What follows belongs to an exercise in optimizing a design on an open flow for a short achievable clock period and few clock cycles; a production flow would make more cautious choices.
Function was checked by simulation only, so behaviour that the tests miss may differ from the original.
Power figures rest on the tool's default switching activity, not on a simulated workload.

`design/flow/config.mk`:
```
export PLATFORM = sky130hd
export DESIGN_NAME = myCPU
export DESIGN_NICKNAME = myCPU
export VERILOG_FILES = /design/flow/design.v
export SDC_FILE = /design/flow/constraint.sdc
export NUM_CORES = 4
export LEC_CHECK = 0
export CAP_MARGIN = 20
export CORE_MARGIN = 2
export CORE_UTILIZATION = 30
export PLACE_DENSITY = 0.5
export SLEW_MARGIN = 20
```
`design/flow/constraint.sdc`:
```
create_clock -name core_clock -period 7.5 [get_ports {cpu_clk}]
set_input_delay 1.5000 -clock core_clock [delete_from_list [all_inputs] [get_ports {cpu_clk}]]
set_output_delay 1.5000 -clock core_clock [all_outputs]
set_load 0.01 [all_outputs]
```
`design/flow/design.v`:
```
`timescale 1ns / 1ps
module PC(
    input  wire        rst,
    input  wire        clk,
    input  wire [31:0] din,
    input  wire        stop,
    output reg  [31:0] pc
);
    wire rst_n = ~rst;
    always @(posedge clk or posedge rst) begin
        if(rst) begin
            pc <= 32'h0;
        end else if (stop)begin
            pc <= pc;
        end else begin
            pc <= din;            
        end
    end
endmodule
`timescale 1ns / 1ps
module NPC(
    input  wire [31:0] PC,
    input  wire [31:0] pc_jump,
    input  wire   op,
    output wire [31:0] npc,
    output wire [31:0] pc4
);
    assign pc4 = PC + 4;
    assign npc = op ? pc_jump : PC + 32'd4;
endmodule
`timescale 1ns / 1ps
module REG_IF_ID(
    input wire clk,
    input wire rst,
    input wire [31:0] inst_in,
    input wire [31:0] pc_in,
    input wire [31:0] pc4_in,
    input wire pipeline_stop,
    input wire flush,
    output reg [31:0] pc_out,
    output reg [31:0] pc4_out,
    output reg [31:0] inst_out
    );
    wire rst_n = ~rst;
    always @(posedge clk or posedge rst) begin
        if(rst)          pc_out <= 32'b0;
        else if (flush)     pc_out <= 32'b0;
        else if (pipeline_stop) pc_out <= pc_out;
        else                pc_out <= pc_in;
    end
    always @(posedge clk or posedge rst) begin
        if(rst)          pc4_out <= 32'b0;
        else if (flush)     pc4_out <= 32'b0;
        else if (pipeline_stop) pc4_out <= pc4_out;
        else                pc4_out <= pc4_in;
    end
    always @(posedge clk or posedge rst) begin
        if(rst)          inst_out <= 32'b0;
        else if (flush)     inst_out <= 32'b0;
        else if (pipeline_stop) inst_out <= inst_out;
        else                inst_out <= inst_in;
    end
endmodule
`timescale 1ns / 1ps
module SEXT(
    input  wire [24:0] imm,
    input  wire [2:0] op,
    output reg [31:0] ext
);
    always @(*) begin
        case (op)
            3'b000: ext = {{20{imm[24]}}, imm[24:13]};
            3'b001: ext = {{20{imm[24]}}, imm[24:18], imm[4:0]};
            3'b011: ext = {imm[24:5], 12'b0};
            3'b010: ext = {{20{imm[24]}},imm[0],imm[23:18],imm[4:1],1'b0};
            3'b100: ext = {{12{imm[24]}}, imm[12:5], imm[13], imm[23:14], 1'b0};
            default: ext = 32'b0;
        endcase
    end
endmodule
`timescale 1ns / 1ps
module RF(
    input  wire        clk,
    input  wire        rst,
    input  wire [4:0] rR1,
    output wire  [31:0] rD1,
    input  wire [4:0] rR2,
    output wire  [31:0] rD2,
    input  wire        we,
    input  wire [4:0] wR,
    input  wire [31:0] wD
);
    reg [31:0] rf[31:0];
    wire rst_n = ~rst;
    assign rD1 = rf[rR1];
    assign rD2 = rf[rR2];
    always @(posedge clk or posedge rst) begin
        if (rst) begin
            rf[0]  <= 32'b0;
            rf[1]  <= 32'b0;
            rf[2]  <= 32'b0;
            rf[3]  <= 32'b0;
            rf[4]  <= 32'b0;
            rf[5]  <= 32'b0;
            rf[6]  <= 32'b0;
            rf[7]  <= 32'b0;
            rf[8]  <= 32'b0;
            rf[9]  <= 32'b0;
            rf[10] <= 32'b0;
            rf[11] <= 32'b0;
            rf[12] <= 32'b0;
            rf[13] <= 32'b0;
            rf[14] <= 32'b0;
            rf[15] <= 32'b0;
            rf[16] <= 32'b0;
            rf[17] <= 32'b0;
            rf[18] <= 32'b0;
            rf[19] <= 32'b0;
            rf[20] <= 32'b0;
            rf[21] <= 32'b0;
            rf[22] <= 32'b0;
            rf[23] <= 32'b0;
            rf[24] <= 32'b0;
            rf[25] <= 32'b0;
            rf[26] <= 32'b0;
            rf[27] <= 32'b0;
            rf[28] <= 32'b0;
            rf[29] <= 32'b0;
            rf[30] <= 32'b0;
            rf[31] <= 32'b0;
        end else if(we && wR) begin
            rf[wR] <= wD;
        end else begin
            rf[0] <= 32'b0;
        end
    end
endmodule
`timescale 1ns / 1ps
module Ctrl(
    input  wire [6:0] opcode,
    input  wire [6:0] funct7,
    input  wire [2:0] funct3,
    output wire read_rD1,
    output wire read_rD2,
    output wire [2:0] branch,
    output reg have_inst,
    output reg       rf_we,
    output reg  [3:0] alu_op,
    output reg       alub_sel,
    output reg       ram_we,
    output reg [2:0] sext_op,
    output reg [1:0] rf_wsel
);
    assign read_rD1 = (opcode == 7'b0110011) | (opcode == 7'b0000011) | (opcode == 7'b1100111) | (opcode == 7'b0010011) | (opcode == 7'b0100011) | (opcode == 7'b1100011);
    assign read_rD2 = (opcode == 7'b0110011) | (opcode == 7'b0000011) | (opcode == 7'b1100111) | (opcode == 7'b0100011) | (opcode == 7'b1100011);
    wire is_B = (opcode == 7'b1100011)? 1'b1 : 1'b0;
    wire is_JAL = (opcode == 7'b1101111)? 1'b1 : 1'b0;
    wire is_JALR = (opcode == 7'b1100111)? 1'b1 : 1'b0;
    assign branch = {is_B, is_JAL, is_JALR};
    always @(*) begin
        case (opcode)
            7'b0110011,7'b0010011,7'b0000011,7'b0100011,7'b0110111,7'b1100011,7'b1101111,7'b1100111: 
                have_inst = 1'b1;
            default: have_inst = 1'b0;
        endcase
    end
    always @(*) begin
        case (opcode)
            7'b0110011,7'b0010011,7'b0000011,7'b0110111,7'b1101111,7'b1100111:
                rf_we = 1'b1;
            7'b0100011,7'b1100011: rf_we = 1'b0;
            default: rf_we = 1'b0;
        endcase
    end
    always @(*) begin
        case (opcode)
            7'b0110011,7'b0010011: rf_wsel = 2'b00;
            7'b0000011: rf_wsel = 2'b11;
            7'b0100011,7'b0110111: rf_wsel = 2'b01;
            7'b1101111,7'b1100111: rf_wsel = 2'b10;
            default: rf_wsel = 2'b00;
        endcase
    end
    always @(*) begin
        case (opcode)
            7'b0110011: sext_op = 3'b111;
            7'b0010011,7'b0000011,7'b1100111: sext_op = 3'b000;
            7'b0100011: sext_op = 3'b001;
            7'b1100011: sext_op = 3'b010;
            7'b0110111: sext_op = 3'b011;
            7'b1101111: sext_op = 3'b100;
            default: sext_op = 3'b111;
        endcase
    end
    always @(*) begin
        case (opcode)
            7'b0110011: begin
                case (funct3)
                    3'b000: alu_op = funct7[5] ? 4'b0001 : 4'b0000;
                    3'b001: alu_op = 4'b0101;
                    3'b100: alu_op = 4'b0100;
                    3'b101: alu_op = funct7[5] ? 4'b0111 : 4'b0110;
                    3'b110: alu_op = 4'b0011;
                    3'b111: alu_op = 4'b0010;
                    default: alu_op = 4'b0010;
                endcase
            end
            7'b0010011: begin
                case (funct3)
                    3'b000: alu_op = 4'b0000;
                    3'b001: alu_op = 4'b0101;
                    3'b100: alu_op = 4'b0100;
                    3'b101: alu_op = funct7[5] ? 4'b0111 : 4'b0110;
                    3'b110: alu_op = 4'b0011;
                    3'b111: alu_op = 4'b0010;
                    default: alu_op = 4'b0010;
                endcase
            end
            7'b0000011,7'b1100111,7'b0100011: alu_op = 4'b0000;
            7'b1100011: begin
                case (funct3)
                    3'b000: alu_op = 4'b1000;
                    3'b001: alu_op = 4'b1001;
                    3'b100: alu_op = 4'b1010;
                    3'b101: alu_op = 4'b1011;
                    default: alu_op = 4'b1000;
                endcase
            end
            default: alu_op = 4'b0010;
        endcase
    end
    always @(*) begin
        case (opcode)
            7'b0110011,7'b1100011: alub_sel = 1'b0;
            7'b0010011,7'b0000011,7'b1100111,7'b0100011: alub_sel = 1'b1;
            default: alub_sel = 1'b0;
        endcase
    end
    always @(*) begin
        if (opcode == 7'b0100011) begin
            ram_we = 1'b1;
        end else begin
            ram_we = 1'b0;
        end
    end
endmodule
`timescale 1ns / 1ps
module REG_ID_EX(
    input wire        clk,
    input wire        rst,  
    input wire [31:0] rD1_in,
    input wire [31:0] rD2_in,
    input wire [4 :0] wR_in,
    input wire [31:0] pc_in,
    input wire [31:0] pc4_in,
    input wire [31:0] imm_in,
    input wire        have_inst_in,
    output reg [31:0] rD1_out,
    output reg [31:0] rD2_out,
    output reg [4 :0] wR_out,
    output reg [31:0] pc_out,
    output reg [31:0] pc4_out,
    output reg [31:0] imm_out,
    output reg        have_inst_out,
    input wire        forward_op1,
    input wire        forward_op2,
    input wire [31:0] rD1_forward,
    input wire [31:0] rD2_forward,
    input wire        flush,
    input wire [1 :0] rf_wsel_in,
    input wire [2 :0] branch_in,
    input wire        rf_we_in,
    input wire [3 :0] alu_op_in,
    input wire        alub_sel_in,
    input wire        ram_we_in,
    output reg [1 :0] rf_wsel_out,
    output reg [2 :0] branch_out,
    output reg        rf_we_out,
    output reg [3 :0] alu_op_out,
    output reg        alub_sel_out,
    output reg        ram_we_out
    );
    wire rst_n = ~rst;
    always @(posedge clk or posedge rst) begin
        if(rst)         wR_out <= 5'b0;
        else if(flush)  wR_out <= 5'b0;
        else            wR_out <= wR_in;
    end
    always @(posedge clk or posedge rst) begin
        if(rst)         pc_out <= 32'b0;
        else if(flush)  pc_out <= 32'b0;
        else            pc_out <= pc_in;
    end
    always @(posedge clk or posedge rst) begin
        if(rst)         pc4_out <= 32'b0;
        else if(flush)  pc4_out <= 32'b0;
        else            pc4_out <= pc4_in;
    end
    always @(posedge clk or posedge rst) begin
        if(rst)         have_inst_out <= 1'b0;
        else if(flush)  have_inst_out <= 1'b0;
        else            have_inst_out <= have_inst_in;
    end
    always @(posedge clk or posedge rst) begin
        if(rst)         imm_out <= 32'b0;
        else if(flush)  imm_out <= 32'b0;
        else            imm_out <= imm_in;
    end
    always @(posedge clk or posedge rst) begin
        if(rst)         rD1_out <= 32'b0;
        else if(forward_op1)  rD1_out <= rD1_forward;
        else            rD1_out <= rD1_in;
    end
    always @(posedge clk or posedge rst) begin
        if(rst)         rD2_out <= 32'b0;
        else if(forward_op2)  rD2_out <= rD2_forward;
        else            rD2_out <= rD2_in;
    end
    always @(posedge clk or posedge rst) begin
        if(rst)         rf_wsel_out <= 2'b0;
        else if(flush)  rf_wsel_out <= 2'b0;
        else            rf_wsel_out <= rf_wsel_in;
    end
    always @(posedge clk or posedge rst) begin
        if(rst)         branch_out <= 3'b0;
        else if(flush)  branch_out <= 3'b0;
        else            branch_out <= branch_in;
    end
    always @(posedge clk or posedge rst) begin
        if(rst)         rf_we_out <= 1'b0;
        else if(flush)  rf_we_out <= 1'b0;
        else            rf_we_out <= rf_we_in;
    end
    always @(posedge clk or posedge rst) begin
        if(rst)         alu_op_out <= 4'b0;
        else if(flush)  alu_op_out <= 4'b0;
        else            alu_op_out <= alu_op_in;
    end
    always @(posedge clk or posedge rst) begin
        if(rst)         alub_sel_out <= 1'b0;
        else if(flush)  alub_sel_out <= 1'b0;
        else            alub_sel_out <= alub_sel_in;
    end
    always @(posedge clk or posedge rst) begin
        if(rst)         ram_we_out <= 1'b0;
        else if(flush)  ram_we_out <= 1'b0;
        else            ram_we_out <= ram_we_in;
    end
endmodule
`timescale 1ns / 1ps
module ALU(
    input  wire alub_sel,
    input  wire [3:0] alu_op,       
    input  wire [31:0] rD1,
    input  wire [31:0] rD2,
    input  wire [31:0] imm,
    output reg [31:0] C,
    output reg        f
);
    reg [31:0] B;
    wire [31:0] A = rD1;
    always @ (*) begin
        case (alub_sel)
            1'b0  : B = rD2;
            1'b1: B = imm;
            default        : B = rD2;
        endcase
    end
    wire [4 :0]shamt = B[4:0];
    always @(*) begin
        C = 32'b0;
        f = 1'b0;
        case (alu_op)
            4'b0000: C = A+B;
            4'b0010: C = A&B;
            4'b0011: C = A|B;
            4'b0100: C = A^B;
            4'b0101: C = A<<shamt;
            4'b0110: C = A>>shamt;
            4'b0111: C = $signed(A)>>>shamt;
            4'b0001: C = A-B;
            4'b1000: f = (A==B)? 1'b1 : 1'b0;
            4'b1001: f = (A!=B)? 1'b1 : 1'b0;
            4'b1010: begin
                C = A+(~B)+1;
                f = ($signed(A) < $signed(B))?  1'b1 : 1'b0;
            end
            4'b1011: begin
                C = A+(~B)+1;
                f = ($signed(A) >= $signed(B))?  1'b1 : 1'b0;
            end
            default: C = 32'b0;
        endcase
    end
endmodule
`timescale 1ns / 1ps
module Judge_Jump(
    input wire [2:0] branch,
    input wire bf,
    input wire [31:0] imm,
    input wire [31:0] PC,
    input wire [31:0] PC4,
    input wire [31:0] aluc,
    output reg npc_op,
    output reg [31:0] pc_jump
    );
    always @(*) begin
        if(branch[2] & bf)      pc_jump = PC+imm;       
        else if(branch[1])      pc_jump = PC+imm;       
        else if(branch[0])      pc_jump = aluc;         
        else                    pc_jump = PC+32'd4;
    end
    always @(*) begin
        if(branch[2] & bf)          npc_op = 1'b1;           
        else if(branch[2] & !bf)    npc_op = 1'b0;           
        else if(branch[1])          npc_op = 1'b1;           
        else if(branch[0])          npc_op = 1'b1;           
        else                        npc_op = 1'b0; 
    end
endmodule
`timescale 1ns / 1ps
module REG_EX_MEM(
    input wire clk,
    input wire rst,
    input wire [4:0] wR_in,
    input wire [31:0] rD2_in,
    input wire [31:0] aluc_in,
    input wire [31:0] wD_in,
    input wire [31:0] pc_in,
    input wire       have_inst_in,
    output reg [4:0] wR_out,
    output reg [31:0] rD2_out,
    output reg [31:0] aluc_out,
    output reg [31:0] wD_out,
    output reg [31:0] pc_out,
    output reg       have_inst_out,
    input wire [1 :0] rf_wsel_in,
    input wire        rf_we_in,
    input wire        ram_we_in,
    output reg [1 :0] rf_wsel_out,
    output reg        rf_we_out,
    output reg        ram_we_out
    );
    wire rst_n = ~rst;
    always @(posedge clk or posedge rst) begin
        if(rst)           wD_out <= 32'b0;
        else              wD_out <= wD_in;
    end
    always @(posedge clk or posedge rst) begin
        if(rst)           wR_out <= 5'b0;
        else              wR_out <= wR_in;
    end
    always @(posedge clk or posedge rst) begin
        if(rst)           rD2_out <= 32'b0;
        else              rD2_out <= rD2_in;
    end
    always @(posedge clk or posedge rst) begin
        if(rst)           pc_out <= 32'b0;
        else              pc_out <= pc_in;
    end
    always @(posedge clk or posedge rst) begin
        if(rst)           aluc_out <= 32'b0;
        else              aluc_out <= aluc_in;
    end
    always @(posedge clk or posedge rst) begin
        if(rst)           have_inst_out <= 1'b0;
        else              have_inst_out <= have_inst_in;
    end
    always @(posedge clk or posedge rst) begin
        if(rst)           rf_wsel_out <= 2'b0;
        else              rf_wsel_out <= rf_wsel_in;
    end
    always @(posedge clk or posedge rst) begin
        if(rst)           rf_we_out <= 1'b0;
        else              rf_we_out <= rf_we_in;
    end
    always @(posedge clk or posedge rst) begin
        if(rst)           ram_we_out <= 1'b0;
        else              ram_we_out <= ram_we_in;
    end
endmodule
`timescale 1ns / 1ps
module REG_MEM_WB(
    input wire        clk,
    input wire        rst,  
    input wire [4 :0] wR_in,
    input wire [31:0] wD_in,
    input wire [31:0] pc_in,
    input wire        have_inst_in,
    input wire        rf_we_in,
    output reg [4 :0] wR_out,
    output reg [31:0] wD_out,
    output reg [31:0] pc_out,
    output reg        have_inst_out,
    output reg        rf_we_out
    );
    wire rst_n = ~rst;
    always @ (posedge clk or posedge rst) begin
        if(rst)      wR_out <= 5'b0;
        else         wR_out <= wR_in;
    end
    always @ (posedge clk or posedge rst) begin
        if(rst)      wD_out <= 32'b0;
        else         wD_out <= wD_in;
    end
    always @ (posedge clk or posedge rst) begin
        if(rst)      pc_out <= 32'b0;
        else         pc_out <= pc_in;
    end
    always @(posedge clk or posedge rst) begin
        if(rst)      have_inst_out <= 1'b0;
        else         have_inst_out <= have_inst_in;
    end
    always @ (posedge clk or posedge rst) begin
        if(rst)      rf_we_out <= 1'b0;
        else         rf_we_out <= rf_we_in;
    end
endmodule
`timescale 1ns / 1ps
module Control_HazardDetection(
    input wire        is_control_hazard,
    output wire       flush_REG_ID_EX,
    output wire       flush_REG_IF_ID
    );
    assign flush_REG_ID_EX = is_control_hazard? 1'b1 :1'b0;
    assign flush_REG_IF_ID = is_control_hazard? 1'b1 :1'b0;
endmodule
`timescale 1ns / 1ps
module Data_HazardDetection(
    input wire [4 :0] rR1_ID,
    input wire [4 :0] rR2_ID,
    input wire        read_rD1,
    input wire        read_rD2,
    input wire [1 :0] rf_wsel,
    input wire [4 :0] wR_EX,
    input wire [4 :0] wR_MEM,
    input wire [4 :0] wR_WB,
    input wire [31:0] wD_EX,
    input wire [31:0] wD_MEM,
    input wire [31:0] wD_WB,
    input wire        rf_we_EX,
    input wire        rf_we_MEM,
    input wire        rf_we_WB,
    output wire       forward_op1,
    output wire       forward_op2,
    output reg [31:0] rD1_forward,
    output reg [31:0] rD2_forward,
    output reg        pipeline_stop_PC,
    output reg        pipeline_stop_REG_IF_ID,
    output reg        flush_REG_ID_EX
    );
    wire RAW_A_rR1 = (wR_EX == rR1_ID) && rf_we_EX && read_rD1 && (wR_EX != 5'b0);
    wire RAW_A_rR2 = (wR_EX == rR2_ID) && rf_we_EX && read_rD2 && (wR_EX != 5'b0);
    wire RAW_B_rR1 = (wR_MEM == rR1_ID) && rf_we_MEM && read_rD1 && (wR_MEM != 5'b0);
    wire RAW_B_rR2 = (wR_MEM == rR2_ID) && rf_we_MEM && read_rD2 && (wR_MEM != 5'b0);
    wire RAW_C_rR1 = (wR_WB == rR1_ID) && rf_we_WB && read_rD1 && (wR_WB != 5'b0);
    wire RAW_C_rR2 = (wR_WB == rR2_ID) && rf_we_WB && read_rD2 && (wR_WB != 5'b0);
    assign forward_op1 = RAW_A_rR1 | RAW_B_rR1 | RAW_C_rR1;
    assign forward_op2 = RAW_A_rR2 | RAW_B_rR2 | RAW_C_rR2;
    always @ (*) begin
        if (RAW_A_rR1)      rD1_forward = wD_EX;
        else if (RAW_B_rR1) rD1_forward = wD_MEM;
        else if (RAW_C_rR1) rD1_forward = wD_WB;
        else                rD1_forward = 32'b0;
    end
    always @ (*) begin
        if (RAW_A_rR2)      rD2_forward = wD_EX;
        else if (RAW_B_rR2) rD2_forward = wD_MEM;
        else if (RAW_C_rR2) rD2_forward = wD_WB;
        else                rD2_forward = 32'b0;
    end
    wire load_hazard = (RAW_A_rR1 || RAW_A_rR2) && (rf_wsel == 2'b11);
    always @ (*) begin
        if(load_hazard)  begin
            pipeline_stop_PC = 1'b1;
            pipeline_stop_REG_IF_ID = 1'b1;
            flush_REG_ID_EX = 1'b1;
        end
        else begin
            pipeline_stop_PC = 1'b0;
            pipeline_stop_REG_IF_ID = 1'b0;
            flush_REG_ID_EX = 1'b0;
        end
    end
endmodule
`timescale 1ns / 1ps
module myCPU (
    input  wire         cpu_rst,
    input  wire         cpu_clk,
    output wire [15:0]  inst_addr,
    input  wire [31:0]  inst,
    output wire [31:0]  Bus_addr,
    input  wire [31:0]  Bus_rdata,
    output wire         Bus_we,
    output wire [31:0]  Bus_wdata
    , 
    output wire         debug_wb_have_inst,
    output wire [31:0]  debug_wb_pc,
    output              debug_wb_ena,
    output wire [ 4:0]  debug_wb_reg,
    output wire [31:0]  debug_wb_value
);
    wire [31:0] PC4_IF;
    wire [31:0] PC_IF;
    wire [31:0] npc;
    wire [31:0] pc_jump;
    wire        npc_op;
    wire pipeline_stop_PC;
    wire pipeline_stop_REG_IF_ID;
    wire flush_REG_IF_ID;
    wire [31:0] PC4_ID;
    wire [31:0] PC_ID;
    wire [31:0] inst_ID;
    wire [31:0] imm_ID;
    wire [31:0] rD1_ID;
    wire [31:0] rD2_ID;
    wire have_inst_ID;
    wire        rf_we_ID;
    wire [3:0] alu_op_ID;
    wire        alub_sel_ID;
    wire        ram_we_ID;
    wire [2:0]    sext_op_ID;
    wire [1:0]    rf_wsel_ID;
    wire [2:0] branch_ID;
    wire read_rD1;
    wire read_rD2;
    wire [31:0] PC4_EX;
    wire [31:0] PC_EX;
    wire [31:0] imm_EX;
    wire [31:0] rD1_EX;
    wire [31:0] rD2_EX;
    wire [4:0] wR_EX;
    wire have_inst_EX;
    wire        rf_we_EX;
    wire [3:0] alu_op_EX;
    wire        alub_sel_EX;
    wire        ram_we_EX;
    wire [2:0]    sext_op_EX;
    wire [1:0]    rf_wsel_EX;
    wire [2:0] branch_EX;
    wire forward_op1;
    wire forward_op2;
    wire [31:0] rD1_forward;
    wire [31:0] rD2_forward;
    wire flush_REG_ID_EX;
    wire [31:0] aluc_EX;
    wire bf_EX ;
    reg [31:0] wD_EX;
    wire [4:0] wR_MEM;
    wire [31:0] rD2_MEM;
    wire [31:0] aluc_MEM;
    wire [31:0] wD_MEM;
    wire [31:0] PC_MEM;
    wire have_inst_MEM;
    wire        rf_we_MEM;
    wire        ram_we_MEM;
    wire [1:0]    rf_wsel_MEM;
    reg [31:0] wD;
    wire [31:0] DRAM_rdo;
    wire [4:0] wR_WB;
    wire [31:0] wD_WB;
    wire [31:0] PC_WB;
    wire have_inst_WB;
    wire        rf_we_WB;
    wire flush_REG_ID_EX_Control;
    wire flush_REG_ID_EX_Data;
    PC U_PC (
        .rst        (cpu_rst),               
        .clk        (cpu_clk),               
        .din        (npc),               
        .stop       (pipeline_stop_PC),
        .pc         (PC_IF)                  
    );
    NPC U_NPC (
        .PC         (PC_IF),                 
        .pc_jump     (pc_jump),                  
        .op         (npc_op),              
        .npc        (npc),                
        .pc4        (PC4_IF)                
    );
    REG_IF_ID U_REG_IF_ID (
        .clk    (cpu_clk),
        .rst    (cpu_rst),
        .inst_in   (inst),
        .pc_in      (PC_IF),
        .pc4_in     (PC4_IF),
        .pipeline_stop(pipeline_stop_REG_IF_ID),
        .flush(flush_REG_IF_ID),
        .pc_out(PC_ID),
        .pc4_out(PC4_ID),
        .inst_out(inst_ID)
    );
    SEXT U_SEXT (
        .op         (sext_op_ID),              
        .imm        (inst_ID[31:7]),   
        .ext        (imm_ID)               
    );
    RF U_RF (
        .clk        (cpu_clk),               
        .rst        (cpu_rst),               
        .rR1        (inst_ID[19:15]),      
        .rD1        (rD1_ID),                
        .rR2        (inst_ID[24:20]),      
        .rD2        (rD2_ID),                
        .we         (rf_we_WB),            
        .wR         (wR_WB),       
        .wD         (wD_WB)                  
    );
    Ctrl U_Ctrl (
        .opcode     (inst_ID[6:0]),        
        .funct7     (inst_ID[31:25]),      
        .funct3     (inst_ID[14:12]),      
        .read_rD1   (read_rD1),
        .read_rD2   (read_rD2),
        .rf_we      (rf_we_ID),            
        .alu_op     (alu_op_ID),           
        .alub_sel   (alub_sel_ID),         
        .ram_we     (ram_we_ID),            
        .sext_op    (sext_op_ID),      
        .rf_wsel    (rf_wsel_ID),        
        .have_inst  (have_inst_ID),
        .branch     (branch_ID)
    );
    REG_ID_EX U_REG_ID_EX (
        .clk    (cpu_clk),
        .rst    (cpu_rst),
        .rD1_in (rD1_ID),
        .rD2_in (rD2_ID),
        .wR_in  (inst_ID[11:7]),
        .pc_in      (PC_ID),
        .pc4_in     (PC4_ID),
        .imm_in     (imm_ID),
        .have_inst_in(have_inst_ID),
        .rD1_out(rD1_EX),
        .rD2_out(rD2_EX),
        .wR_out(wR_EX),
        .pc_out(PC_EX),
        .pc4_out(PC4_EX),
        .imm_out(imm_EX),
        .have_inst_out(have_inst_EX),
        .rf_wsel_in(rf_wsel_ID),
        .branch_in(branch_ID),
        .rf_we_in(rf_we_ID),
        .alu_op_in(alu_op_ID),
        .alub_sel_in(alub_sel_ID),
        .ram_we_in(ram_we_ID),
        .rf_wsel_out(rf_wsel_EX),
        .branch_out(branch_EX),
        .rf_we_out(rf_we_EX),
        .alu_op_out(alu_op_EX),
        .alub_sel_out(alub_sel_EX),
        .ram_we_out(ram_we_EX),
        .forward_op1(forward_op1),
        .forward_op2(forward_op2),
        .rD1_forward(rD1_forward),
        .rD2_forward(rD2_forward),
        .flush(flush_REG_ID_EX)
    );
    ALU U_ALU (
        .alub_sel   (alub_sel_EX),
        .alu_op         (alu_op_EX),           
        .rD1          (rD1_EX),                
        .rD2          (rD2_EX),      
        .imm          (imm_EX),      
        .C          (aluc_EX),                  
        .f          (bf_EX)                  
    );
    Judge_Jump U_Judge_Jump (
        .branch(branch_EX),
        .bf(bf_EX),
        .imm(imm_EX),
        .PC(PC_EX),
        .PC4(PC4_EX),
        .aluc(aluc_EX),
        .npc_op(npc_op),
        .pc_jump(pc_jump)
    );
    always @ (*) begin
        case (rf_wsel_EX)
            2'b00   : wD_EX = aluc_EX;
            2'b10 : wD_EX = PC4_EX;
            2'b01: wD_EX = imm_EX;
            default  : wD_EX = aluc_EX;
        endcase
    end
    REG_EX_MEM U_REG_EX_MEM (
        .clk    (cpu_clk),
        .rst    (cpu_rst),
        .wR_in  (wR_EX),
        .rD2_in (rD2_EX),
        .aluc_in(aluc_EX),
        .wD_in  (wD_EX),
        .pc_in  (PC_EX),
        .have_inst_in(have_inst_EX),
        .wR_out  (wR_MEM),
        .rD2_out (rD2_MEM),
        .aluc_out(aluc_MEM),
        .wD_out  (wD_MEM),
        .pc_out     (PC_MEM),
        .have_inst_out(have_inst_MEM),
        .ram_we_in  (ram_we_EX),
        .rf_wsel_in (rf_wsel_EX),
        .rf_we_in   (rf_we_EX),
        .ram_we_out  (ram_we_MEM),
        .rf_wsel_out (rf_wsel_MEM),
        .rf_we_out   (rf_we_MEM)
    );
    always @ (*) begin
        case (rf_wsel_MEM)
            2'b00   : wD = wD_MEM;
            2'b11 : wD = DRAM_rdo;
            2'b10 : wD = wD_MEM;
            2'b01: wD = wD_MEM;
            default  : wD = 32'h0;
        endcase
    end
    REG_MEM_WB U_REG_MEM_WB(
        .clk(cpu_clk),
        .rst(cpu_rst),
        .wR_in(wR_MEM),
        .wD_in(wD),
        .pc_in(PC_MEM),
        .have_inst_in(have_inst_MEM),
        .rf_we_in(rf_we_MEM),
        .wR_out(wR_WB),
        .wD_out(wD_WB),
        .pc_out(PC_WB),
        .have_inst_out(have_inst_WB),
        .rf_we_out(rf_we_WB)
    );
    assign inst_addr = PC_IF[17:2];
    assign Bus_addr = aluc_MEM;
    assign Bus_we = ram_we_MEM;
    assign Bus_wdata = rD2_MEM;
    assign DRAM_rdo = Bus_rdata;
    assign flush_REG_ID_EX = flush_REG_ID_EX_Control | flush_REG_ID_EX_Data;
    Control_HazardDetection U_Control_HazardDetection(
        .is_control_hazard(npc_op),       
        .flush_REG_ID_EX(flush_REG_ID_EX_Control),
        .flush_REG_IF_ID(flush_REG_IF_ID)
    );
    Data_HazardDetection U_Data_HazardDetection(
        .rR1_ID(inst_ID[19:15]),
        .rR2_ID(inst_ID[24:20]),
        .read_rD1(read_rD1),
        .read_rD2(read_rD2),
        .rf_wsel(rf_wsel_EX),
        .wR_EX(wR_EX),
        .wR_MEM(wR_MEM),
        .wR_WB(wR_WB),
        .wD_EX(wD_EX),
        .wD_MEM(wD),
        .wD_WB(wD_WB),
        .rf_we_EX(rf_we_EX),
        .rf_we_MEM(rf_we_MEM),
        .rf_we_WB(rf_we_WB),
        .forward_op1(forward_op1),
        .forward_op2(forward_op2),
        .rD1_forward(rD1_forward),
        .rD2_forward(rD2_forward),
        .pipeline_stop_PC(pipeline_stop_PC),
        .pipeline_stop_REG_IF_ID(pipeline_stop_REG_IF_ID),
        .flush_REG_ID_EX(flush_REG_ID_EX_Data)
    );
    assign debug_wb_have_inst = have_inst_WB ;
    assign debug_wb_pc        = PC_WB ;
    assign debug_wb_ena       = rf_we_WB ;
    assign debug_wb_reg       = wR_WB ;
    assign debug_wb_value     = wD_WB ;
endmodule
```
`design/flow/run.sh`:
```
#!/bin/bash
# synth_recipe.tcl (not shown) runs the flow's synth.tcl, then flattens the netlist and writes it again
# the make line also repeats each setting of config.mk as NAME=value (left out here)
make -C /OpenROAD-flow-scripts/flow DESIGN_CONFIG=/design/flow/config.mk WORK_HOME=/design/flow/orfs CLKGATE_MAP_FILE= SYNTH_SCRIPT=/design/flow/synth_recipe.tcl finish
```
==> report_table.html <==
<table>
<tr><th>Metric</th><th>Value</th></tr>
<tr><th colspan="2">Critical path</th></tr>
<tr><td>Cell at the slowest stage of the critical path</td><td>nor4_1</td></tr>
<tr><td>Startpoint type of the worst setup path</td><td>flip-flop</td></tr>
<tr><td>Crit. End Element</td><td>flip-flop</td></tr>
<tr><td>Cell-by-cell trace of the critical path</td><td>buf_4 -&gt; mux2i_1 -&gt; ha_1 -&gt; nor4_1 -&gt; nand4_1 -&gt; nor4_2 -&gt; mux2i_1 -&gt; clkinv_1 -&gt; and3_1 -&gt; o21ai_4 -&gt; nand2_1 -&gt; a211oi_1 -&gt; a311oi_1</td></tr>
<tr><td>Destination of the worst register-to-register timing path</td><td>U_PC.pc[11]</td></tr>
<tr><td>Worst setup path class</td><td>reg2reg</td></tr>
<tr><td>Worst R2R Setup Slack</td><td>about 1.7 ns</td></tr>
<tr><td>Crit Path Max Fanout</td><td>28</td></tr>
<tr><td>CP required</td><td>8.19 ns</td></tr>
<tr><td>Worst stage delay on the critical path</td><td>approximately 0.94 ns</td></tr>
<tr><td>Worst r2r src</td><td>U_REG_ID_EX.alub_sel_out</td></tr>
<tr><td>Reg2reg path depth</td><td>13</td></tr>
<tr><td>Data arrival time at the worst-slack endpoint</td><td>6.45 ns</td></tr>
<tr><td>Most frequent cell on the critical path</td><td>mux2i_1</td></tr>
<tr><th colspan="2">STA</th></tr>
<tr><td>Slew Limit Headroom</td><td>about 16%</td></tr>
<tr><td>Setup TNS after final layout</td><td>0 ns</td></tr>
<tr><td>Minimum hold slack</td><td>approximately 0.32 ns</td></tr>
<tr><td>Period utilization</td><td>76.77%</td></tr>
<tr><td>Setup repair after global routing missed its margin</td><td>false</td></tr>
<tr><td>Endpoints failing hold</td><td>0</td></tr>
<tr><td>Slew @ Worst Pin</td><td>1.247 ns</td></tr>
<tr><td>Crit path setup slack, layout</td><td>1.742 ns</td></tr>
<tr><td>Final Max Tran Viols</td><td>0</td></tr>
<tr><td>Post-layout min period</td><td>around 5.8 ns</td></tr>
<tr><td>Clock skew after layout</td><td>0.05368 ns</td></tr>
<tr><td>Final setup fails</td><td>0</td></tr>
<tr><td>Highest achievable clock rate</td><td>0.1737 GHz</td></tr>
<tr><th colspan="2">Floorplanning</th></tr>
<tr><td>Die Width</td><td>between 500 and 600 um</td></tr>
<tr><td>IO Pins</td><td>218</td></tr>
<tr><td>Vert. Die Dim</td><td>523.7 um</td></tr>
<tr><td>Core region area</td><td>268400 sq um</td></tr>
<tr><td>Effective utilization at floorplan</td><td>30.19%</td></tr>
<tr><td>Floorplan die area</td><td>274200 sq um</td></tr>
<tr><td>Number of standard-cell rows in the floorplan</td><td>190</td></tr>
<tr><th colspan="2">Synth</th></tr>
<tr><td>Most used flip-flop cell after synthesis</td><td>dfrtp_1</td></tr>
<tr><td>Ys async rst share</td><td>100.0%</td></tr>
<tr><td>Syn. warnings</td><td>13</td></tr>
<tr><td>Post-synth EDFFs</td><td>0</td></tr>
<tr><td>Gate count of the mapped netlist</td><td>7429</td></tr>
<tr><td>Number of nets in the synthesized netlist</td><td>7634</td></tr>
<tr><td>Count of different cell masters after synthesis</td><td>110</td></tr>
<tr><td>Avg Inst Size Synth</td><td>10.91 sq um</td></tr>
<tr><td>Flip-flop and latch count after synthesis</td><td>1535</td></tr>
<tr><td>Netlist Area Pre-Place</td><td>81020 sq um</td></tr>
<tr><td>Post-synthesis sequential area ratio</td><td>47.41%</td></tr>
<tr><th colspan="2">Route</th></tr>
<tr><td>Routed wirelength normalized by instance count</td><td>38.63 um</td></tr>
<tr><td># DRC</td><td>0</td></tr>
<tr><td>Detail-routed via count per cell</td><td>6.475</td></tr>
<tr><td>Total number of vias</td><td>72280</td></tr>
<tr><td>Post-route antenna net violation count</td><td>0</td></tr>
<tr><td>First-iteration detailed-routing DRC count</td><td>10320</td></tr>
<tr><td>Drt pass-1 iters</td><td>8</td></tr>
<tr><td>Total Routed Length</td><td>431300 um</td></tr>
<tr><th colspan="2">Layout</th></tr>
<tr><td>Leading cell type in the layout, fill and taps excluded</td><td>dfrtp_1</td></tr>
<tr><td>Area growth from synthesis to final layout</td><td>16.43%</td></tr>
<tr><td>Count of filler cells inserted in the layout</td><td>26570</td></tr>
<tr><td>Area occupied by registers</td><td>38420 sq um</td></tr>
<tr><td>Most frequent cells in the layout</td><td>dfrtp_1 (1532), mux2_2 (1001), a22oi_1 (480)</td></tr>
<tr><td>Number of nets in the layout</td><td>7663</td></tr>
<tr><td>Ratio of cells with drive above 1 in the final layout</td><td>23.93%</td></tr>
<tr><td>Area of the multi-input gates</td><td>about 40000 sq um</td></tr>
<tr><th colspan="2">GRT</th></tr>
<tr><td>Vias in the first global route</td><td>69860</td></tr>
<tr><td>Global-route wire length before repair</td><td>588800 um</td></tr>
<tr><td>Overall fraction of global-route tracks in use</td><td>a little under a third</td></tr>
<tr><td>Aggregate global routing overflow</td><td>0</td></tr>
<tr><td>Maximum number of pins on one net before global-route repair</td><td>164</td></tr>
<tr><td>Initial antenna violation count</td><td>35</td></tr>
<tr><th colspan="2">Clock tree</th></tr>
<tr><td>Longest Clk Path Bufs</td><td>3</td></tr>
<tr><td>Number of gates given a new drive strength after cts</td><td>0</td></tr>
<tr><td>Setup fix buffers added after clock tree synthesis</td><td>0</td></tr>
<tr><td>CTS H-Tree Depth</td><td>4</td></tr>
<tr><td>Later-pin clock latency in the skew report</td><td>0.87 ns</td></tr>
<tr><td>Hold-fix buffers at CTS</td><td>0</td></tr>
<tr><td>Clock tree from TritonCTS</td><td>built</td></tr>
<tr><td>Total number of clock tree sinks</td><td>1535</td></tr>
<tr><td>Number of buffers added by the clock tree synthesis step</td><td>173</td></tr>
<tr><td>Worst-path clk slew</td><td>roughly 0.060 ns</td></tr>
<tr><td>Buffer cell driving the clock tree root</td><td>clkbuf_16</td></tr>
<tr><th colspan="2">Placement</th></tr>
<tr><td>Port Buf Inserts</td><td>217</td></tr>
<tr><td>Detail Placement HPWL</td><td>275000 um</td></tr>
<tr><td>Placer congestion estimate</td><td>1.008</td></tr>
<tr><td>Place WS</td><td>about 1.8 ns</td></tr>
<tr><th colspan="2">Status</th></tr>
<tr><td>Result of the run</td><td>finished clean</td></tr>
<tr><th colspan="2">Worst hold path</th></tr>
<tr><td>Startpoint of the most critical hold path</td><td>U_REG_EX_MEM.pc_out[29]</td></tr>
<tr><td>Hold Crit Class</td><td>reg2reg</td></tr>
<tr><td>Cell depth of the worst min-delay path</td><td>0</td></tr>
<tr><td>Capture endpoint of the worst hold path</td><td>U_REG_MEM_WB.pc_out[29]</td></tr>
<tr><th colspan="2">Pwr</th></tr>
<tr><td>Largest voltage drop on the vdd net</td><td>0.0001745 V</td></tr>
<tr><td>Leakage power summed over all cells</td><td>between 0.04 and 0.05 uW</td></tr>
<tr><td>PD cells</td><td>~210 nW/um^2</td></tr>
<tr><th colspan="2">Flow run</th></tr>
<tr><td>Max-cap check violation count</td><td>0</td></tr>
</table>
-- area by class of cell --
cell class,instances,area share (%)
Antenna cell,10,0.02653
Clock buffer,248,5.381
Clock inverter,71,1.019
Inverter,190,0.7653
Multi-Input combinational cell,5053,42.56
Sequential cell,1535,40.72
Tap cell,3552,4.711
Timing Repair Buffer,505,4.813
-- per-stage QoR --
stage | instance area (sq um) | total power (uW) | cells | utilization [%]
3_3_place_gp | 88160 | 11150 | 10830 | 32.85
2_1_floorplan | 81030 | 10190 | 7429 | -
3_5_place_dp | 88250 | 11160 | 10840 | 32.88
5_1_grt | 94310 | 20720 | 11160 | 35.14
4_1_cts | 94290 | 20170 | 11150 | 35.13
6_report | 94330 | 20150 | 11160 | 35.15
-- critical path: cells and delay by family, from the launching register on --
family / cells / cell delay [ns]
DFF: 1 / 0.74
muxes: 2 / 0.58
buffers and inverters: 2 / 0.54
AOI/OAI and AO/OA: 3 / 1.11
and+or+nand+nor: 5 / 2.15
adders and majority gates: 1 / 0.47
-- power by group --
group          internal (uW)  switching [uW]  total (uW)
clock network           5260            3820        9080
registers               8670             432        9100
logic                    693            1280        1970
-- cell families (layout without fill, tap and decap cells) --
kind of cell | count (synthesis) | count (layout) | share of synthesized area (%)
compound gates | 2124 | 2124 | 18.97
xor+xnor | 111 | 111 | 1.200
fa+ha+maj | 139 | 139 | 2.174
buf+inv | 841 | 1014 | 4.140
flops | 1535 | 1535 | 47.41
mux | 1180 | 1180 | 17.07
other cells | 0 | 10 | 0
simple gates | 1499 | 1499 | 9.033
-- worst max path at each step --
stage / from / to / slack (ns) / depth (start not counted)
floorplan: cpu_rst / U_PC.pc[0] / -15.26 / 1
global placement: U_REG_ID_EX.alub_sel_out / U_PC.pc[11] / 1.76 / 13
detailed placement: U_REG_ID_EX.alub_sel_out / U_PC.pc[11] / 1.81 / 13
CTS: U_REG_ID_EX.alub_sel_out / U_PC.pc[11] / 1.80 / 13
global route: U_REG_ID_EX.alub_sel_out / U_PC.pc[11] / 1.54 / 13
finish: U_REG_ID_EX.alub_sel_out / U_PC.pc[11] / 1.74 / 13
-- cell usage after synthesis (25+ instances only) --
master	n	area [sq um]
dfrtp_1	1535	38410
mux2_2	1001	11270
clkbuf_1	491	1843
a22oi_1	480	3603
nand2_1	393	1475
a21oi_1	387	1937
nor2_1	352	1321
a221oi_1	307	2689
a22o_1	271	2374
o21ai_0	227	1136
nand3_1	192	960.9
inv_1	180	675.7
ha_1	136	1702
nand4_1	132	825.8
mux2i_1	120	1201
and2_1	113	706.9
nor3_1	107	535.5
buf_1	91	341.6
a211oi_1	66	495.5
xnor2_1	66	578.1
o211ai_1	57	427.9
mux4_2	48	1081
xor2_1	45	394.1
a21o_1	38	285.3
buf_2	36	180.2
and3_1	30	187.7
o22ai_1	29	181.4
a31oi_1	26	162.7
or4_1	26	195.2
o221ai_1	25	219.0
-- registers in the layout, indices dropped and copies added, names as in the netlist, 2 cells and up --
name,flops
U_REG_ID_EX.rD1_out,32
U_REG_ID_EX.wR_out,5
U_REG_ID_EX.rD2_out,32
U_REG_ID_EX.pc_out,32
U_REG_EX_MEM.rD2_out,32
U_REG_EX_MEM.wR_out,5
U_REG_IF_ID.pc_out,32
U_REG_IF_ID.pc4_out,30
U_REG_ID_EX.imm_out,32
U_REG_IF_ID.inst_out,32
U_REG_EX_MEM.wD_out,32
U_REG_ID_EX.rf_wsel_out,2
U_REG_MEM_WB.wR_out,5
U_REG_ID_EX.alu_op_out,4
U_PC.pc,32
U_REG_ID_EX.branch_out,3
U_REG_EX_MEM.pc_out,32
U_REG_EX_MEM.aluc_out,32
U_REG_EX_MEM.rf_wsel_out,2
U_RF.rf,1024
U_REG_MEM_WB.pc_out,32
U_REG_MEM_WB.wD_out,32
U_REG_ID_EX.pc4_out,30
-- routing by layer --
metal	GRT usage (%)	wire [um]	vias to the layer above
met4	18.92	33440	32
met3	10.08	50210	1680
met2	45.21	182100	5414
met5	0.3812	322	-
li1	-	-	28140
met1	38.60	165200	37010
Testbench counts, summed over its fixed seeds: cycles 31,139.

-- what the ideal ports hide --
No port has a modelled driver above. Below, the same layout with a new extraction and two added sets of constraints.
Step 1, drivers: a clkbuf_16 drives cpu_clk and a buf_2 each remaining input, both assumed.
Step 2, shift: input delay + t, output delay - t, t = (earliest + latest rising clock arrival at the registers) / 2. This alone moves slack from input paths to output paths.
Three values: ideal ports, drivers, drivers and shift; two values: the first two.
t, ns: 0.938
setup slack, ns: 1.742 / 1.742 / 1.742
worst hold slack (ns): 0.318 / 0.318 / 0.318
latest minus earliest clock arrival (ns): 0.056 / 0.056
worst register clock-pin slew, ns: 0.07 / 0.07
After both steps this run still meets setup and hold. The setup slack of this run moves by 0.000 ns with the drivers and by 0.000 ns with both steps.
